This design comes from an exercise in tuning for small area on the open sky130 flow, not from production work. Function was checked by simulation only, so behaviour that the tests miss may differ from the original. The flow treats the clock pin as an ideal source, which a real chip does not have.

// PE_Matrix
module PE_Matrix(
    input clk,
    input rst,                 
    input [47:0] enable,       
    input [11:0] read_weight,  
    input [11:0] read_data,    
    input [11:0] forwarding_enable,  
    input [31:0] data_bus,     
    input [31:0] weight_bus,   
    input [127:0] partial_sum,  
    output [127:0] accumulated_output  
);
Settings: LEC_CHECK=0, CAP_MARGIN=20, CORE_MARGIN=2, CORE_UTILIZATION=40, CTS_BUF_LIST=sky130_fd_sc_hd__clkbuf_16, CTS_CLUSTER_DIAMETER=100, CTS_CLUSTER_SIZE=24, PLACE_DENSITY=0.75, SLEW_MARGIN=20, SYNTH_HIERARCHICAL=1; clock period 5.0 ns.
standard.sh (not shown) runs the stock make flow with config.mk's settings and CLKGATE_MAP_FILE= SYNTH_SCRIPT=/design/flow/synth_recipe.tcl, a recipe that flattens the netlist after the stock synthesis.
==> flow/flow/run.sh <==
#!/bin/bash
set -euo pipefail
bash standard.sh synth > synth.log 2>&1
sdc=orfs/results/$FLOW_PLATFORM/PE_Matrix/base/1_synth.sdc
test -f "$sdc"
# placement-time hint of the later clock; flow/skew.tcl removes it after CTS
echo 'set_clock_latency 1.0 [get_pins *accum_tree.sum_a*/CLK]' >> "$sdc"
SKIP_CTS_REPAIR_TIMING=1 POST_CTS_TCL="$PWD/flow/skew.tcl" bash standard.sh finish > layout.log 2>&1
==> flow/flow/skew.tcl <==
set dly_cell sky130_fd_sc_hd__clkdlybuf4s50_1
set n_dly 1
set pins_all [get_pins *accum_tree.sum_a*/CLK]
unset_clock_latency $pins_all

proc driver_of { pin } {
  set net [get_nets -of_objects $pin]
  return [get_cells -of_objects [get_pins -of_objects $net -filter "direction == output"]]
}

set groups [dict create]
foreach pin $pins_all {
  dict lappend groups [get_full_name [get_nets -of_objects $pin]] $pin
}
set arrays [dict create]
set i 0
dict for {net pins} $groups {
  set n [llength $pins]
  set cell [expr {$n <= 6 ? "sky130_fd_sc_hd__clkbuf_4" : ($n <= 12 ? "sky130_fd_sc_hd__clkbuf_8" : "sky130_fd_sc_hd__clkbuf_16")}]
  insert_buffer -buffer_cell $cell -net [get_nets $net] -load_pins $pins \
    -buffer_name skewbuf_$i -net_name skewnet_$i
  set b [driver_of [lindex $pins 0]]
  regexp {pe_array_block\[(\d+)\]} [get_full_name [lindex $pins 0]] -> a
  dict lappend arrays $a [sta::find_pin "[get_full_name $b]/A"]
  incr i
}
dict for {a bpins} $arrays {
  if { [llength $bpins] > 1 } {
    insert_buffer -buffer_cell sky130_fd_sc_hd__clkbuf_8 -load_pins $bpins -load_pins_on_diff_nets \
      -buffer_name skewroot_$a -net_name skewrootnet_$a
    set load [sta::find_pin "[get_full_name [driver_of [lindex $bpins 0]]]/A"]
  } else {
    set load [lindex $bpins 0]
  }
  for {set k 0} {$k < $n_dly} {incr k} {
    insert_buffer -buffer_cell $dly_cell -load_pins [list $load] \
      -buffer_name skewdly_${a}_$k -net_name skewdlynet_${a}_$k
    set load [sta::find_pin "[get_full_name [driver_of $load]]/A"]
  }
}
puts "skew: [llength $pins_all] sum_a clock pins in [dict size $groups] groups, [dict size $arrays] branches"
detailed_placement
estimate_parasitics -placement
report_clock_skew

# what the standard CTS step does after clock tree synthesis
repair_timing_helper
detailed_placement
check_placement -verbose
The starting point produced a clean layout.
Then changed:
==> flow/flow/run.sh (replaced) <==
#!/bin/bash
set -euo pipefail
bash standard.sh synth > synth.log 2>&1
sdc=orfs/results/$FLOW_PLATFORM/PE_Matrix/base/1_synth.sdc
test -f "$sdc"
# placement-time hint of the later clock; flow/skew.tcl removes it after CTS
echo 'set_clock_latency 1.5 [get_pins *accum_tree.sum_a*/CLK]' >> "$sdc"
# clock tree synthesis as the standard flow runs it, without dummy loads
cts_args="-sink_clustering_enable -repair_clock_nets -sink_clustering_size 24"
cts_args="$cts_args -sink_clustering_max_diameter 100 -buf_list sky130_fd_sc_hd__clkbuf_16 -dont_use_dummy_load"
# ports buffered with the smallest buffer
CTS_ARGS="$cts_args" SKIP_CTS_REPAIR_TIMING=1 POST_CTS_TCL="$PWD/flow/skew.tcl" \
  BUFFER_PORTS_ARGS="-buffer_cell sky130_fd_sc_hd__buf_1" bash standard.sh finish > layout.log 2>&1
--- a/flow/flow/skew.tcl
+++ b/flow/flow/skew.tcl
@@ -2 +2 @@
-set n_dly 1
+set n_dly 2
@@ -40,0 +41,19 @@
+# The later clock leaves less time between a clock edge and the release of the
+# reset at the sum_a registers' asynchronous set pins (removal check): give
+# each array's sum_a set pins a delay cell and a buffer of their own, which
+# delay the reset to them a little (its recovery check has ample slack).
+foreach a {0 1 2 3} {
+  set rpins {}
+  foreach pin $pins_all {
+    if { [string match "pe_array_block?$a?.*" [get_full_name $pin]] } {
+      lappend rpins [sta::find_pin "[get_full_name [get_cells -of_objects $pin]]/SET_B"]
+    }
+  }
+  if { [llength $rpins] > 0 } {
+    insert_buffer -buffer_cell sky130_fd_sc_hd__buf_8 -load_pins $rpins -load_pins_on_diff_nets \
+      -buffer_name skewrst_$a -net_name skewrstnet_$a
+    set load [sta::find_pin "[get_full_name [driver_of [lindex $rpins 0]]]/A"]
+    insert_buffer -buffer_cell $dly_cell -load_pins [list $load] \
+      -buffer_name skewrstdly_$a -net_name skewrstdlynet_$a
+  }
+}
--- a/flow/config.mk
+++ b/flow/config.mk
@@ -10 +10 @@
-export CORE_UTILIZATION = 40
+export CORE_UTILIZATION = 55
@@ -14 +14 @@
-export PLACE_DENSITY = 0.75
+export PLACE_DENSITY = 0.6
Effect: Critical path depth decreases by 1; die area decreases by 27%; area after synthesis stays the same; cell count fell by 9.6%.
Then changed:
--- a/flow/flow/run.sh
+++ b/flow/flow/run.sh
@@ -11 +10,0 @@
-# ports buffered with the smallest buffer
@@ -13 +12 @@
-  BUFFER_PORTS_ARGS="-buffer_cell sky130_fd_sc_hd__buf_1" bash standard.sh finish > layout.log 2>&1
+  bash standard.sh finish > layout.log 2>&1
--- a/flow/config.mk
+++ b/flow/config.mk
@@ -10 +10 @@
-export CORE_UTILIZATION = 55
+export CORE_UTILIZATION = 40
Effect: The changed run finished with timing, DRC and antenna clean. Final cell count rose by roughly a tenth. Die area rises by well over a third. Setup slack got worse by 0.040 ns. Design area grows by a few percent. Via count goes down slightly. Wire length is about the same. Register-to-register slack degrades by 0.04 ns.
Then changed:
==> flow/flow/run.sh (replaced) <==
#!/bin/bash
set -euo pipefail
bash standard.sh synth > synth.log 2>&1
sdc=orfs/results/$FLOW_PLATFORM/PE_Matrix/base/1_synth.sdc
test -f "$sdc"
# placement-time hint of the later clock; flow/skew.tcl removes it after CTS
echo 'set_clock_latency 1.0 [get_pins *accum_tree.sum_a*/CLK]' >> "$sdc"
SKIP_CTS_REPAIR_TIMING=1 POST_CTS_TCL="$PWD/flow/skew.tcl" bash standard.sh finish > layout.log 2>&1
--- a/flow/flow/skew.tcl
+++ b/flow/flow/skew.tcl
@@ -2 +2 @@
-set n_dly 2
+set n_dly 1
@@ -41,19 +40,0 @@
-# The later clock leaves less time between a clock edge and the release of the
-# reset at the sum_a registers' asynchronous set pins (removal check): give
-# each array's sum_a set pins a delay cell and a buffer of their own, which
-# delay the reset to them a little (its recovery check has ample slack).
-foreach a {0 1 2 3} {
-  set rpins {}
-  foreach pin $pins_all {
-    if { [string match "pe_array_block?$a?.*" [get_full_name $pin]] } {
-      lappend rpins [sta::find_pin "[get_full_name [get_cells -of_objects $pin]]/SET_B"]
-    }
-  }
-  if { [llength $rpins] > 0 } {
-    insert_buffer -buffer_cell sky130_fd_sc_hd__buf_8 -load_pins $rpins -load_pins_on_diff_nets \
-      -buffer_name skewrst_$a -net_name skewrstnet_$a
-    set load [sta::find_pin "[get_full_name [driver_of [lindex $rpins 0]]]/A"]
-    insert_buffer -buffer_cell $dly_cell -load_pins [list $load] \
-      -buffer_name skewrstdly_$a -net_name skewrstdlynet_$a
-  }
-}
--- a/flow/config.mk
+++ b/flow/config.mk
@@ -13,0 +14 @@
+export GPL_TIMING_DRIVEN = 0
After rerunning:
- With this change the flow reached the layout checks and failed them: setup timing
- maximum frequency shrinks by 6.3%
- setup slack gets worse by 0.32 ns
- register-to-register slack gets worse by 0.32 ns
- global-route usage shrinks by 0.60 points
- core utilization grows by 0.50 points
- routed wire length shrinks by 1.9%
- worst hold slack gets better by 0.057 ns
- die area does not change
- cell count grows by 3.2%
- clock skew shrinks by 0.46 ns

[what the ideal ports hide]
The flow's constraints put no driver on any port. The routed layouts listed below were extracted and timed again, unchanged, in two steps. Step 1 sets driving cells, clkbuf_16 on the clock port and buf_2 on the other inputs (assumed; they add their load-dependent delay and slew). Step 2, shift: input delay + t, output delay - t, t = (earliest + latest rising clock arrival at the registers) / 2. This alone moves slack from input paths to output paths. a / b / c = ideal / step 1 / step 2; a / b = the first two.
run | t (ns) | slack for setup (ns) | latest minus earliest clock arrival (ns) | slew at the worst register clock pin (ns) | worst slew at a driven data input, ns | pins driven straight from the clock port
the first run | 1.426 | 0.149 / 0.149 / 0.149 | 1.027 / 1.027 | 0.10 / 0.10 | 0.26 | 1
the second run | 1.659 | 0.251 / 0.251 / 0.251 | 1.508 / 1.508 | 0.10 / 0.10 | 0.09 | 1
the third run | 1.681 | 0.211 / 0.211 / -0.194 | 1.501 / 1.502 | 0.10 / 0.10 | 0.51 | 1
the fourth run | 1.486 | -0.114 / -0.114 / -0.239 | 1.094 / 1.093 | 0.10 / 0.10 | 0.46 | 1
In every run listed the clock reaches the registers at very different times; t lies between them, and the last value is a rough guide only. The setup slack of the third run, which loses most, moves by 0.000 ns with the drivers and by -0.405 ns with both steps.
